From an optimization exercise on the open Yosys and OpenROAD flow, aimed at small area, a short achievable clock period and few clock cycles per item; shortcuts taken in it are not production practice.
Where RTL was checked, it was by simulation tests only, not by an equivalence proof against the original.

## the baseline
Design ysyx_divunit, start of the top module:
module ysyx_divunit (
    input             clk,
    input             rstn,
    input             div_valid,
    input             div_word,
    input             div_sign,
    input             alu_sec,
    input      [63:0] dividend,
    input      [63:0] divisor,
    output            res_rdy,
    output     [63:0] div_res
);
Size in the first run: about 2500 cells after synthesis, roughly 200 I/O pins.
==> module ysyx_divunit, before the edit <==
module ysyx_divunit (
    input             clk,
    input             rstn,
    input             div_valid,
    input             div_word,
    input             div_sign,
    input             alu_sec,
    input      [63:0] dividend,
    input      [63:0] divisor,
    output            res_rdy,
    output     [63:0] div_res
);
localparam S_IDLE = 3'd0, S_SHIFT = 3'd1, S_ITER = 3'd2, S_NEG = 3'd3, S_DONE = 3'd4;
reg  [2:0]  state;
reg  [63:0] rem;      
reg  [63:0] dn;       
reg  [63:0] quo;      
reg  [5:0]  cnt;      
reg  [5:0]  pa_r, pb_r;   
reg         va_r, na_r;
reg         vb_r, nb_r, sec_r, w_r, cin_r, negq_r, negr_r, done_r;
reg         at_r, bt_r;   
reg  [2:0]  f1, f0;
wire [63:0] a64 = div_word ? {{32{div_sign & dividend[31]}}, dividend[31:0]} : dividend;
wire [63:0] b64 = div_word ? {{32{div_sign & divisor[31]}},  divisor[31:0]}  : divisor;
wire        na  = div_sign & a64[63];
wire        nb  = div_sign & b64[63];
wire [63:0] xa  = a64 ^ {64{na}};    
wire [63:0] xb  = b64 ^ {64{nb}};    
function [6:0] msb64(input [63:0] x);
    reg [31:0] v1; reg [1*32-1:0] p1;
    reg [15:0] v2; reg [2*16-1:0] p2;
    reg [7:0]  v3; reg [3*8-1:0]  p3;
    reg [3:0]  v4; reg [4*4-1:0]  p4;
    reg [1:0]  v5; reg [5*2-1:0]  p5;
    integer i;
    begin
        for (i = 0; i < 32; i = i + 1) begin
            v1[i] = x[2*i+1] | x[2*i];
            p1[i] = x[2*i+1];
        end
        for (i = 0; i < 16; i = i + 1) begin
            v2[i] = v1[2*i+1] | v1[2*i];
            p2[2*i +: 2] = v1[2*i+1] ? {1'b1, p1[(2*i+1)*1 +: 1]} : {1'b0, p1[(2*i)*1 +: 1]};
        end
        for (i = 0; i < 8; i = i + 1) begin
            v3[i] = v2[2*i+1] | v2[2*i];
            p3[3*i +: 3] = v2[2*i+1] ? {1'b1, p2[(2*i+1)*2 +: 2]} : {1'b0, p2[(2*i)*2 +: 2]};
        end
        for (i = 0; i < 4; i = i + 1) begin
            v4[i] = v3[2*i+1] | v3[2*i];
            p4[4*i +: 4] = v3[2*i+1] ? {1'b1, p3[(2*i+1)*3 +: 3]} : {1'b0, p3[(2*i)*3 +: 3]};
        end
        for (i = 0; i < 2; i = i + 1) begin
            v5[i] = v4[2*i+1] | v4[2*i];
            p5[5*i +: 5] = v4[2*i+1] ? {1'b1, p4[(2*i+1)*4 +: 4]} : {1'b0, p4[(2*i)*4 +: 4]};
        end
        msb64 = {v5[1] | v5[0], v5[1] ? {1'b1, p5[9:5]} : {1'b0, p5[4:0]}};
    end
endfunction
wire [6:0] ma = msb64(xa);
wire [6:0] mb = msb64(xb);
wire       bz   = (pb_r == 6'd0) & ~vb_r & ~nb_r;              
wire [6:0] dab  = {1'b0, pa_r} - {1'b0, pb_r};                
wire       k0   = bz | (va_r ? (dab[6] & (~na_r | ~(&dab))) : (~na_r | (pb_r != 6'd0)));
wire [5:0] sdif = va_r ? dab[5:0] + {5'd0, na_r} : 6'd0;
wire        fl = ~nb_r;
wire [5:0]  sh = sdif;
wire [63:0] y0 = quo;
wire [63:0] y1 = sh[0] ? {y0[62:0], {1{fl}}}  : y0;
wire [63:0] y2 = sh[1] ? {y1[61:0], {2{fl}}}  : y1;
wire [63:0] y3 = sh[2] ? {y2[59:0], {4{fl}}}  : y2;
wire [63:0] y4 = sh[3] ? {y3[55:0], {8{fl}}}  : y3;
wire [63:0] y5 = sh[4] ? {y4[47:0], {16{fl}}} : y4;
wire [63:0] y6 = sh[5] ? {y5[31:0], {32{fl}}} : y5;
wire        q;
wire [64:0] sum;
add_pfx #(.N(65)) u_add (.a({at_r, rem}), .b({bt_r, dn}), .ci(cin_r), .s(sum), .co(q));
wire [63:0] t = sum[63:0];
wire        qb = q | (sum[64] & ~at_r);
wire last   = (cnt == 6'd0);
wire s_idle = (state == S_IDLE), s_iter = (state == S_ITER);
wire mvq    = s_iter & last & ~sec_r;                 
wire [63:0] alt = s_idle ? xa : (mvq ? {quo[62:0], qb} : rem);
reg  [2:0] nxt;
always @* begin
    nxt = state;
    case (state)
        S_IDLE:  if (div_valid) nxt = S_SHIFT;
        S_SHIFT: nxt = k0 ? ((sec_r & na_r) ? S_NEG : S_DONE) : S_ITER;
        S_ITER:  if (last) nxt = (negq_r | negr_r) ? S_NEG : S_DONE;
        S_NEG:   nxt = S_DONE;
        default: nxt = S_IDLE;
    endcase
end
wire [5:0] cnt_nxt  = (state == S_SHIFT) ? sdif : cnt - 6'd1;
wire       mvq_nxt  = (nxt == S_ITER) & (cnt_nxt == 6'd0) & ~sec_r;
always @(posedge clk or negedge rstn) begin
    if (!rstn) begin
        state  <= S_IDLE;
        done_r <= 1'b0;
        at_r   <= 1'b0;
        bt_r   <= 1'b0;
    end else begin
        state  <= nxt;
        done_r <= (nxt == S_DONE);
        at_r   <= (nxt == S_SHIFT) | (nxt == S_NEG) | ((nxt == S_ITER) & ~mvq_nxt);
        bt_r   <= (nxt == S_SHIFT) | (nxt == S_NEG);
    end
end
always @(posedge clk) begin
    dn  <= s_idle ? 64'd0 :
           (state == S_SHIFT) ? (k0 ? {64{1'b1}} : y6) :
           (s_iter & ~last) ? {1'b1, dn[63:1]} : {64{1'b1}};
    quo <= s_idle ? ~xb : (state == S_SHIFT) ? 64'd0 : {quo[62:0], qb};
end
always @(posedge clk) begin
    rem <= q ? t : alt;
    cnt <= cnt_nxt;
    case (state)
        S_IDLE: begin
            nb_r   <= nb;
            sec_r  <= alu_sec;
            w_r    <= div_word;
            cin_r  <= na;
            negq_r <= ~alu_sec & (na ^ nb);
            negr_r <= alu_sec & na;
            na_r   <= na;
            va_r   <= ma[6];
            vb_r   <= mb[6];
            pa_r   <= ma[5:0];
            pb_r   <= mb[6] ? mb[5:0] : 6'd0;
        end
        S_SHIFT: begin
            cin_r <= ~nb_r & ~k0;
            if (!k0 || sec_r) begin
                f1 <= 3'b111;
                f0 <= 3'b000;
            end else begin                 
                f1 <= {bz & ~na_r & ~w_r, bz & ~na_r, bz};
                f0 <= {bz & ~na_r & ~w_r, bz & ~na_r, bz};
            end
        end
        S_ITER: begin
            if (last) cin_r <= 1'b0;
        end
        S_NEG: begin
            f1 <= 3'b000;
            f0 <= {~w_r, 2'b11};
        end
        default: ;
    endcase
end
genvar gi;
generate
    for (gi = 0; gi < 64; gi = gi + 1) begin : g_out
        localparam integer G = (gi == 0) ? 0 : (gi < 32) ? 1 : 2;
        assign div_res[gi] = rem[gi] ? f1[G] : f0[G];
    end
endgenerate
assign res_rdy = done_r;
endmodule
clock: 10.0 ns
lec_check: 0
cap_margin: 20
core_margin: 2
core_utilization: 50
place_density: 0.6
setup_slack_margin: 5
slew_margin: 20
run.sh (not shown) runs the stock make flow with config.mk's settings and CLKGATE_MAP_FILE= SYNTH_SCRIPT=/design/flow/synth_recipe.tcl, a recipe that flattens the netlist after the stock synthesis.
The baseline has completed all stages; timing, DRC and antenna checks passed.
## Diff of input files: the candidate against the baseline
-- flow/design.v --
<<< the baseline, line 110
end
always @(posedge clk) begin
    dn  <= s_idle ? 64'd0 :
           (state == S_SHIFT) ? (k0 ? {64{1'b1}} : y6) :
           (s_iter & ~last) ? {1'b1, dn[63:1]} : {64{1'b1}};
    quo <= s_idle ? ~xb : (state == S_SHIFT) ? 64'd0 : {quo[62:0], qb};
end
always @(posedge clk) begin
    rem <= q ? t : alt;
    cnt <= cnt_nxt;
    case (state)
        S_IDLE: begin
            nb_r   <= nb;
            sec_r  <= alu_sec;
>>> the candidate, line 110
end
always @(posedge clk) begin
    rem <= q ? t : alt;
    cnt <= cnt_nxt;
    case (state)
        S_IDLE: begin
            quo    <= ~xb;
            dn     <= 64'd0;
            nb_r   <= nb;
            sec_r  <= alu_sec;
<<< the baseline, line 133
        end
        S_SHIFT: begin
            cin_r <= ~nb_r & ~k0;
            if (!k0 || sec_r) begin
>>> the candidate, line 129
        end
        S_SHIFT: begin
            dn    <= k0 ? {64{1'b1}} : y6;
            quo   <= 64'd0;
            cin_r <= ~nb_r & ~k0;
            if (!k0 || sec_r) begin
<<< the baseline, line 143
        end
        S_ITER: begin
            if (last) cin_r <= 1'b0;
        end
>>> the candidate, line 141
        end
        S_ITER: begin
            dn  <= last ? {64{1'b1}} : {1'b1, dn[63:1]};
            quo <= {quo[62:0], qb};
            if (last) cin_r <= 1'b0;
        end
### Flow results
Summary of the candidate over the baseline: number of antenna violations at the first check in global routing rose 2, number of buffers created by CTS increased about 3.6%.
For the baseline, the end point of the critical path was pa_r[1]$_DFFE_PP_, unlike the candidate, where it was pb_r[0]$_SDFFCE_PN0P_.
Comparing the candidate and the baseline, the higher final period utilization was measured on the baseline.
Going from the baseline to the candidate, worst hold margin grows by 0.064 ns.
Across both runs, number of cell rows was higher for the candidate than for the baseline.
Maximum clock frequency, the candidate and the baseline, lower one = the baseline.
When the candidate is set beside the baseline, its synthesized area turns out to be 0.0011 mm^2 larger.
No functional check of the RTL was part of any run of this note.

Another version of the RTL of ysyx_divunit (not shown whole).
For scale: ~2500 cells after synthesis, about 230 flip-flops.
Design ysyx_divunit, start of the top module:
module ysyx_divunit (
    input             clk,
    input             rstn,
    input             div_valid,
    input             div_word,
    input             div_sign,
    input             alu_sec,
    input      [63:0] dividend,
    input      [63:0] divisor,
    output            res_rdy,
    output     [63:0] div_res
);
==> flow/config.mk <==
export PLATFORM = sky130hd
export DESIGN_NAME = ysyx_divunit
export DESIGN_NICKNAME = ysyx_divunit
export VERILOG_FILES = /design/flow/design.v
export SDC_FILE = /design/flow/constraint.sdc
export NUM_CORES = 8
export LEC_CHECK = 0
export CAP_MARGIN = 20
export CORE_MARGIN = 2
export CORE_UTILIZATION = 60
export PLACE_DENSITY = 0.7
export SETUP_SLACK_MARGIN = 5
export SLEW_MARGIN = 20
==> flow/constraint.sdc <==
create_clock -name core_clock -period 10.0 [get_ports {clk}]
set_input_delay 2.0000 -clock core_clock [delete_from_list [all_inputs] [get_ports {clk}]]
set_output_delay 2.0000 -clock core_clock [all_outputs]
set_load 0.01 [all_outputs]
standard.sh (not shown) runs the stock make flow with config.mk's settings and CLKGATE_MAP_FILE= SYNTH_SCRIPT=/design/flow/synth_recipe.tcl, a recipe that flattens the netlist after the stock synthesis.
==> flow/flow/run.sh <==
#!/bin/bash
set -euo pipefail
bash standard.sh "BUFFER_PORTS_ARGS=-buffer_cell sky130_fd_sc_hd__buf_1" \
  "CTS_ARGS=-sink_clustering_enable -repair_clock_nets -dont_use_dummy_load" \
  SETUP_SLACK_MARGIN=6.0 finish > standard.log 2>&1
Testbench counts at the start, summed over its fixed seeds: cycles 36,922, divs 3,200.
Then changed:
--- a/flow/design.v
+++ b/flow/design.v
@@ -57,17 +57,21 @@
         end
         msb64 = {v3, v5[1] | v5[0], v5[1] ? {1'b1, p5[9:5]} : {1'b0, p5[4:0]}};
     end
 endfunction
 wire [14:0] ma = msb64(xa);
 wire [14:0] mb = msb64(xb);
-wire [7:0] ab = ma[14:7], bb = mb[14:7];
+wire [7:0] ab, bb;
 wire [7:0] ahi;    
 genvar gj;
 generate
     for (gj = 0; gj < 8; gj = gj + 1) begin : g_ahi
+        wire [7:0] ay = dividend[8*gj +: 8], by = divisor[8*gj +: 8];
+        wire       hz = (gj >= 4) & div_word;
+        assign ab[gj]  = ~hz & (na ? ~&ay : |ay);
+        assign bb[gj]  = ~hz & (nb ? ~&by : |by);
         assign ahi[gj] = |ab[7:gj];
     end
 endgenerate
 wire       k0e = na ? |(bb[7:1] & ~ahi[6:0]) : |(bb & ~ahi);
 wire       bz   = (pb_r == 6'd0) & ~vb_r & ~nb_r;              
 wire [6:0] dab  = {1'b0, pa_r} - {1'b0, pb_r};                
Setup slack got worse by 0.22 ns.
Sequential share of layout area shrinks by 1.3 points.
Count of clock-buffer cells in the layout grows by 1.
Hold slack got worse by 0.017 ns.
Clock skew grows by 0.024 ns.
Cell count grows by a few percent.
Non-clock buffer count grows by 36.
Global-route usage grows by 1.2 points.
Maximum frequency shrinks by a few percent.
Wire length grows by a little under a tenth.
Flip-flop and latch count is unchanged.
Core utilization grows by 4.1 points.
The RTL of the second run of this note was laid out without a check of its function.

The RTL this note starts from:
==> flow/design.v <==
module ysyx_divunit (
    input             clk,
    input             rstn,
    input             div_valid,
    input             div_word,
    input             div_sign,
    input             alu_sec,
    input      [63:0] dividend,
    input      [63:0] divisor,
    output            res_rdy,
    output     [63:0] div_res
);
localparam S_IDLE = 3'd0, S_SHIFT = 3'd1, S_ITER = 3'd3, S_NEG = 3'd4, S_DONE = 3'd5;
reg  [2:0]  state;
reg  [63:0] rem;      
reg  [64:0] dsr;      
reg  [63:0] quo;      
reg  [4:0]  cnt;      
reg         na_r, nb_r, sec_r, w_r, cin_r, done_r;
reg  [2:0]  f1, f0;
wire [63:0] a64 = div_word ? {{32{div_sign & dividend[31]}}, dividend[31:0]} : dividend;
wire [63:0] b64 = div_word ? {{32{div_sign & divisor[31]}},  divisor[31:0]}  : divisor;
wire        na  = div_sign & a64[63];
wire        nb  = div_sign & b64[63];
wire [63:0] xa  = a64 ^ {64{na}};    
wire [63:0] xb  = b64 ^ {64{nb}};    
function [6:0] msb64(input [63:0] x);
    reg [31:0] v1; reg [1*32-1:0] p1;
    reg [15:0] v2; reg [2*16-1:0] p2;
    reg [7:0]  v3; reg [3*8-1:0]  p3;
    reg [3:0]  v4; reg [4*4-1:0]  p4;
    reg [1:0]  v5; reg [5*2-1:0]  p5;
    integer i;
    begin
        for (i = 0; i < 32; i = i + 1) begin
            v1[i] = x[2*i+1] | x[2*i];
            p1[i] = x[2*i+1];
        end
        for (i = 0; i < 16; i = i + 1) begin
            v2[i] = v1[2*i+1] | v1[2*i];
            p2[2*i +: 2] = v1[2*i+1] ? {1'b1, p1[(2*i+1)*1 +: 1]} : {1'b0, p1[(2*i)*1 +: 1]};
        end
        for (i = 0; i < 8; i = i + 1) begin
            v3[i] = v2[2*i+1] | v2[2*i];
            p3[3*i +: 3] = v2[2*i+1] ? {1'b1, p2[(2*i+1)*2 +: 2]} : {1'b0, p2[(2*i)*2 +: 2]};
        end
        for (i = 0; i < 4; i = i + 1) begin
            v4[i] = v3[2*i+1] | v3[2*i];
            p4[4*i +: 4] = v3[2*i+1] ? {1'b1, p3[(2*i+1)*3 +: 3]} : {1'b0, p3[(2*i)*3 +: 3]};
        end
        for (i = 0; i < 2; i = i + 1) begin
            v5[i] = v4[2*i+1] | v4[2*i];
            p5[5*i +: 5] = v4[2*i+1] ? {1'b1, p4[(2*i+1)*4 +: 4]} : {1'b0, p4[(2*i)*4 +: 4]};
        end
        msb64 = {v5[1] | v5[0], v5[1] ? {1'b1, p5[9:5]} : {1'b0, p5[4:0]}};
    end
endfunction
wire [6:0] ma = msb64(xa);
wire [6:0] mb = msb64(xb);
wire       va = ma[6], vb = mb[6];
wire [5:0] pa = ma[5:0], pb = mb[5:0];
wire       bz   = ~vb & ~nb;                                  
wire [6:0] dab  = {1'b0, pa} - {1'b0, pb};
wire       lt0  = dab[6];                                     
wire       lt1  = dab[6] & ~(&dab);                           
wire       k0   = bz | (na ? (vb & (va ? lt1 : (pb != 6'd0))) : (~va | (vb & lt0)));
wire [5:0] sdif = (va ? pa + 6'd1 : 6'd0) + {5'd0, na} - (vb ? pb + 6'd1 : 6'd1);
wire [4:0] t    = cnt;
wire [64:0] y0 = {quo, nb_r};
wire [64:0] y1 = t[0] ? {y0[62:0], {2{nb_r}}}  : y0;
wire [64:0] y2 = t[1] ? {y1[60:0], {4{nb_r}}}  : y1;
wire [64:0] y3 = t[2] ? {y2[56:0], {8{nb_r}}}  : y2;
wire [64:0] y4 = t[3] ? {y3[48:0], {16{nb_r}}} : y3;
wire [64:0] y5 = t[4] ? {y4[32:0], {32{nb_r}}} : y4;
wire [64:0] e1  = {1'b0, dsr[64:1]};
wire [64:0] r65 = {1'b0, rem};
wire [64:0] x1  = ~dsr;
wire [64:0] x2  = ~e1;
wire [63:0] ta, tb, tc;
wire        ca, cb, cc;
add_pfx #(.N(65)) u_a (.a(r65), .b(x1), .ci(cin_r), .s({ta_hi, ta}), .co(ca));    
add_pfx #(.N(65)) u_b (.a(r65), .b(x2), .ci(cin_r), .s({tb_hi, tb}), .co(cb));    
wire [64:0] cs_s = r65 ^ x1 ^ x2;
wire [64:0] cs_c = (r65 & x1) | (r65 & x2) | (x1 & x2);
wire [1:0]  tc_hi;
add_pfx #(.N(66)) u_c (.a({1'b0, cs_s}), .b({cs_c, cin_r}), .ci(cin_r), .s({tc_hi, tc}), .co(cc));  
wire ta_hi, tb_hi;
wire last  = (cnt == 5'd0);
wire s_idle = (state == S_IDLE), s_sh = (state == S_SHIFT), s_iter = (state == S_ITER), s_neg = (state == S_NEG);
wire mvq   = s_iter & last & ~sec_r;                
wire act   = (s_iter & ~mvq) | s_neg;
wire g3    = cc & act;
wire g1    = (ca & act) | s_sh;
wire gb    = cb & act;
wire q1    = ca;
wire q2    = ca ? cc : cb;
wire [63:0] alt = s_idle ? xa : (mvq ? {quo[61:0], q1, q2} : rem);
wire negq  = ~sec_r & (na_r ^ nb_r);
wire negr  = sec_r & na_r;
always @(posedge clk or negedge rstn) begin
    if (!rstn) begin
        state  <= S_IDLE;
        done_r <= 1'b0;
    end else begin
        done_r <= 1'b0;
        case (state)
            S_IDLE:  if (div_valid) begin
                         if (k0) begin state <= S_DONE; done_r <= 1'b1; end else state <= S_SHIFT;
                     end
            S_SHIFT: state <= S_ITER;
            S_ITER:  if (last) begin
                         if (negq | negr) state <= S_NEG;
                         else begin state <= S_DONE; done_r <= 1'b1; end
                     end
            S_NEG:   begin state <= S_DONE; done_r <= 1'b1; end
            default: state <= S_IDLE;
        endcase
    end
end
always @(posedge clk) begin
    rem <= g3 ? tc : g1 ? ta : gb ? tb : alt;
    case (state)
        S_IDLE: begin
            quo   <= xb;
            dsr   <= {65{1'b1}};
            na_r  <= na;
            nb_r  <= nb;
            sec_r <= alu_sec;
            w_r   <= div_word;
            cin_r <= na;
            cnt   <= sdif[5:1];
            if (!k0) begin
                f1 <= 3'b111;
                f0 <= 3'b000;
            end else if (alu_sec) begin    
                f1 <= {~na & ~div_word, ~na, ~na};
                f0 <= {na & ~div_word, na, na};
            end else begin                 
                f1 <= {bz & ~na & ~div_word, bz & ~na, bz};
                f0 <= {bz & ~na & ~div_word, bz & ~na, bz};
            end
        end
        S_SHIFT: begin
            dsr   <= y5;
            quo   <= 64'd0;
            cin_r <= ~nb_r;
        end
        S_ITER: begin
            dsr <= last ? 65'd1 : {2'b0, dsr[64:2]};
            quo <= {quo[61:0], q1, q2};
            cnt <= cnt - 5'd1;
            if (last) cin_r <= 1'b1;
        end
        S_NEG: begin                       
            if (ca) begin
                f1 <= {1'b0, 1'b0, 1'b0};
                f0 <= {~w_r, 1'b1, 1'b1};
            end
        end
        default: ;
    endcase
end
genvar gi;
generate
    for (gi = 0; gi < 64; gi = gi + 1) begin : g_out
        localparam integer G = (gi == 0) ? 0 : (gi < 32) ? 1 : 2;
        assign div_res[gi] = rem[gi] ? f1[G] : f0[G];
    end
endgenerate
assign res_rdy = done_r;
endmodule
module add_pfx #(parameter N = 64) (
    input  [N-1:0] a,
    input  [N-1:0] b,
    input          ci,
    output [N-1:0] s,
    output         co
);
localparam M = N + 1;    
reg [M-1:0] g, p;
integer d, i;
always @* begin
    g = {a & b, ci};
    p = {a ^ b, 1'b0};
    for (d = 1; d < M; d = d * 2)
        for (i = M-1; i >= 0; i = i - 1)
            if ((i / d) % 2 == 1) begin
                g[i] = g[i] | (p[i] & g[(i/d)*d - 1]);
                p[i] = p[i] & p[(i/d)*d - 1];
            end
end
assign s  = (a ^ b) ^ g[M-2:0];
assign co = g[M-1];
endmodule
==> flow/config.mk <==
export PLATFORM = sky130hd
export DESIGN_NAME = ysyx_divunit
export DESIGN_NICKNAME = ysyx_divunit
export VERILOG_FILES = /design/flow/design.v
export SDC_FILE = /design/flow/constraint.sdc
export NUM_CORES = 8
export LEC_CHECK = 0
export CAP_MARGIN = 20
export CORE_MARGIN = 2
export CORE_UTILIZATION = 50
export PLACE_DENSITY = 0.6
export SETUP_SLACK_MARGIN = 5
export SLEW_MARGIN = 20
==> flow/constraint.sdc <==
create_clock -name core_clock -period 10.0 [get_ports {clk}]
set_input_delay 2.0000 -clock core_clock [delete_from_list [all_inputs] [get_ports {clk}]]
set_output_delay 2.0000 -clock core_clock [all_outputs]
set_load 0.01 [all_outputs]
run.sh (not shown) runs the stock make flow with config.mk's settings and CLKGATE_MAP_FILE= SYNTH_SCRIPT=/design/flow/synth_recipe.tcl, a recipe that flattens the netlist after the stock synthesis.
Stock flow here: none of the scripts above is used.
The starting point went through all stages and came out clean.
Then changed:
--- a/flow/design.v
+++ b/flow/design.v
@@ -7,13 +7,13 @@
     input             alu_sec,
     input      [63:0] dividend,
     input      [63:0] divisor,
     output            res_rdy,
     output     [63:0] div_res
 );
-localparam S_IDLE = 3'd0, S_SHIFT = 3'd1, S_ITER = 3'd3, S_NEG = 3'd4, S_DONE = 3'd5;
+localparam S_IDLE = 3'd0, S_BL = 3'd1, S_ITER = 3'd3, S_NEG = 3'd4, S_DONE = 3'd5;
 reg  [2:0]  state;
 reg  [63:0] rem;      
 reg  [64:0] dsr;      
 reg  [63:0] quo;      
 reg  [4:0]  cnt;      
 reg         na_r, nb_r, sec_r, w_r, cin_r, done_r;
@@ -52,23 +52,23 @@
             v5[i] = v4[2*i+1] | v4[2*i];
             p5[5*i +: 5] = v4[2*i+1] ? {1'b1, p4[(2*i+1)*4 +: 4]} : {1'b0, p4[(2*i)*4 +: 4]};
         end
         msb64 = {v5[1] | v5[0], v5[1] ? {1'b1, p5[9:5]} : {1'b0, p5[4:0]}};
     end
 endfunction
-wire [6:0] ma = msb64(xa);
-wire [6:0] mb = msb64(xb);
+wire [6:0] ma = msb64(rem);
+wire [6:0] mb = msb64(quo);
 wire       va = ma[6], vb = mb[6];
 wire [5:0] pa = ma[5:0], pb = mb[5:0];
-wire       bz   = ~vb & ~nb;                                  
+wire       bz   = ~vb & ~nb_r;                                
 wire [6:0] dab  = {1'b0, pa} - {1'b0, pb};
 wire       lt0  = dab[6];                                     
 wire       lt1  = dab[6] & ~(&dab);                           
-wire       k0   = bz | (na ? (vb & (va ? lt1 : (pb != 6'd0))) : (~va | (vb & lt0)));
-wire [5:0] sdif = (va ? pa + 6'd1 : 6'd0) + {5'd0, na} - (vb ? pb + 6'd1 : 6'd1);
-wire [4:0] t    = cnt;
+wire       k0   = bz | (na_r ? (vb & (va ? lt1 : (pb != 6'd0))) : (~va | (vb & lt0)));
+wire [5:0] sdif = (va ? pa + 6'd1 : 6'd0) + {5'd0, na_r} - (vb ? pb + 6'd1 : 6'd1);
+wire [4:0] t    = sdif[5:1];
 wire [64:0] y0 = {quo, nb_r};
 wire [64:0] y1 = t[0] ? {y0[62:0], {2{nb_r}}}  : y0;
 wire [64:0] y2 = t[1] ? {y1[60:0], {4{nb_r}}}  : y1;
 wire [64:0] y3 = t[2] ? {y2[56:0], {8{nb_r}}}  : y2;
 wire [64:0] y4 = t[3] ? {y3[48:0], {16{nb_r}}} : y3;
 wire [64:0] y5 = t[4] ? {y4[32:0], {32{nb_r}}} : y4;
@@ -83,17 +83,17 @@
 wire [64:0] cs_s = r65 ^ x1 ^ x2;
 wire [64:0] cs_c = (r65 & x1) | (r65 & x2) | (x1 & x2);
 wire [1:0]  tc_hi;
 add_pfx #(.N(66)) u_c (.a({1'b0, cs_s}), .b({cs_c, cin_r}), .ci(cin_r), .s({tc_hi, tc}), .co(cc));  
 wire ta_hi, tb_hi;
 wire last  = (cnt == 5'd0);
-wire s_idle = (state == S_IDLE), s_sh = (state == S_SHIFT), s_iter = (state == S_ITER), s_neg = (state == S_NEG);
+wire s_idle = (state == S_IDLE), s_bl = (state == S_BL), s_iter = (state == S_ITER), s_neg = (state == S_NEG);
 wire mvq   = s_iter & last & ~sec_r;                
 wire act   = (s_iter & ~mvq) | s_neg;
 wire g3    = cc & act;
-wire g1    = (ca & act) | s_sh;
+wire g1    = (ca & act) | (s_bl & ~k0);
 wire gb    = cb & act;
 wire q1    = ca;
 wire q2    = ca ? cc : cb;
 wire [63:0] alt = s_idle ? xa : (mvq ? {quo[61:0], q1, q2} : rem);
 wire negq  = ~sec_r & (na_r ^ nb_r);
 wire negr  = sec_r & na_r;
@@ -101,16 +101,14 @@
     if (!rstn) begin
         state  <= S_IDLE;
         done_r <= 1'b0;
     end else begin
         done_r <= 1'b0;
         case (state)
-            S_IDLE:  if (div_valid) begin
-                         if (k0) begin state <= S_DONE; done_r <= 1'b1; end else state <= S_SHIFT;
-                     end
-            S_SHIFT: state <= S_ITER;
+            S_IDLE:  if (div_valid) state <= S_BL;
+            S_BL:    if (k0) begin state <= S_DONE; done_r <= 1'b1; end else state <= S_ITER;
             S_ITER:  if (last) begin
                          if (negq | negr) state <= S_NEG;
                          else begin state <= S_DONE; done_r <= 1'b1; end
                      end
             S_NEG:   begin state <= S_DONE; done_r <= 1'b1; end
             default: state <= S_IDLE;
@@ -125,28 +123,29 @@
             dsr   <= {65{1'b1}};
             na_r  <= na;
             nb_r  <= nb;
             sec_r <= alu_sec;
             w_r   <= div_word;
             cin_r <= na;
-            cnt   <= sdif[5:1];
-            if (!k0) begin
-                f1 <= 3'b111;
-                f0 <= 3'b000;
-            end else if (alu_sec) begin    
-                f1 <= {~na & ~div_word, ~na, ~na};
-                f0 <= {na & ~div_word, na, na};
-            end else begin                 
-                f1 <= {bz & ~na & ~div_word, bz & ~na, bz};
-                f0 <= {bz & ~na & ~div_word, bz & ~na, bz};
-            end
+            f1    <= 3'b111;
+            f0    <= 3'b000;
         end
-        S_SHIFT: begin
+        S_BL: begin
             dsr   <= y5;
             quo   <= 64'd0;
+            cnt   <= t;
             cin_r <= ~nb_r;
+            if (k0) begin
+                if (sec_r) begin           
+                    f1 <= {~na_r & ~w_r, ~na_r, ~na_r};
+                    f0 <= {na_r & ~w_r, na_r, na_r};
+                end else begin             
+                    f1 <= {bz & ~na_r & ~w_r, bz & ~na_r, bz};
+                    f0 <= {bz & ~na_r & ~w_r, bz & ~na_r, bz};
+                end
+            end
         end
         S_ITER: begin
             dsr <= last ? 65'd1 : {2'b0, dsr[64:2]};
             quo <= {quo[61:0], q1, q2};
             cnt <= cnt - 5'd1;
             if (last) cin_r <= 1'b1;
Effect: The new run produced a clean layout; wire length rose by 4.1%; die area fell by 8.8%; via count fell by 8.0%; worst hold slack hardly moves; register-to-register slack degrades by 0.60 ns; cell area fell by 5.1%; worst setup slack improves by 0.52 ns; global-route usage rose by 6.4 points; area after synthesis fell by 8.9%.
No functional check of the RTL was part of any run of this note.

-- port drivers added, routing unchanged --
No port has a modelled driver above. Below, the same layouts with a new extraction and two added sets of constraints.
Step 1: set_driving_cell puts a clkbuf_16 on clk and a buf_2 on each other input, an assumption about the parent block.
Step 2, shift: input delay + t, output delay - t, t = (earliest + latest rising clock arrival at the registers) / 2. This alone moves slack from input paths to output paths.
Three values: ideal ports, drivers, drivers and shift; two values: the first two.
run	shift t [ns]	slack for setup (ns)	hold WS [ns]	slew at the worst register clock pin (ns)
the baseline	0.626	5.131 / 5.169 / 4.543	0.478 / 0.478 / 0.478	0.07 / 0.07
the candidate	0.636	5.159 / 5.196 / 4.560	0.543 / 0.543 / 0.543	0.07 / 0.07
the first run of note 2	0.598	6.002 / 6.035 / 5.437	0.498 / 0.498 / 0.498	0.06 / 0.06
the second run of note 2	0.602	5.785 / 5.785 / 5.412	0.481 / 0.481 / 0.481	0.06 / 0.06
the first run of note 3	0.635	3.610 / 3.587 / 2.951	0.576 / 0.576 / 0.576	0.07 / 0.07
the second run of note 3	0.673	4.134 / 4.134 / 4.134	0.573 / 0.573 / 0.573	0.07 / 0.07
After both steps setup and hold are still met in every run listed. The setup slack of the first run of note 3, which loses most, moves by -0.023 ns with the drivers and by -0.659 ns with both steps.
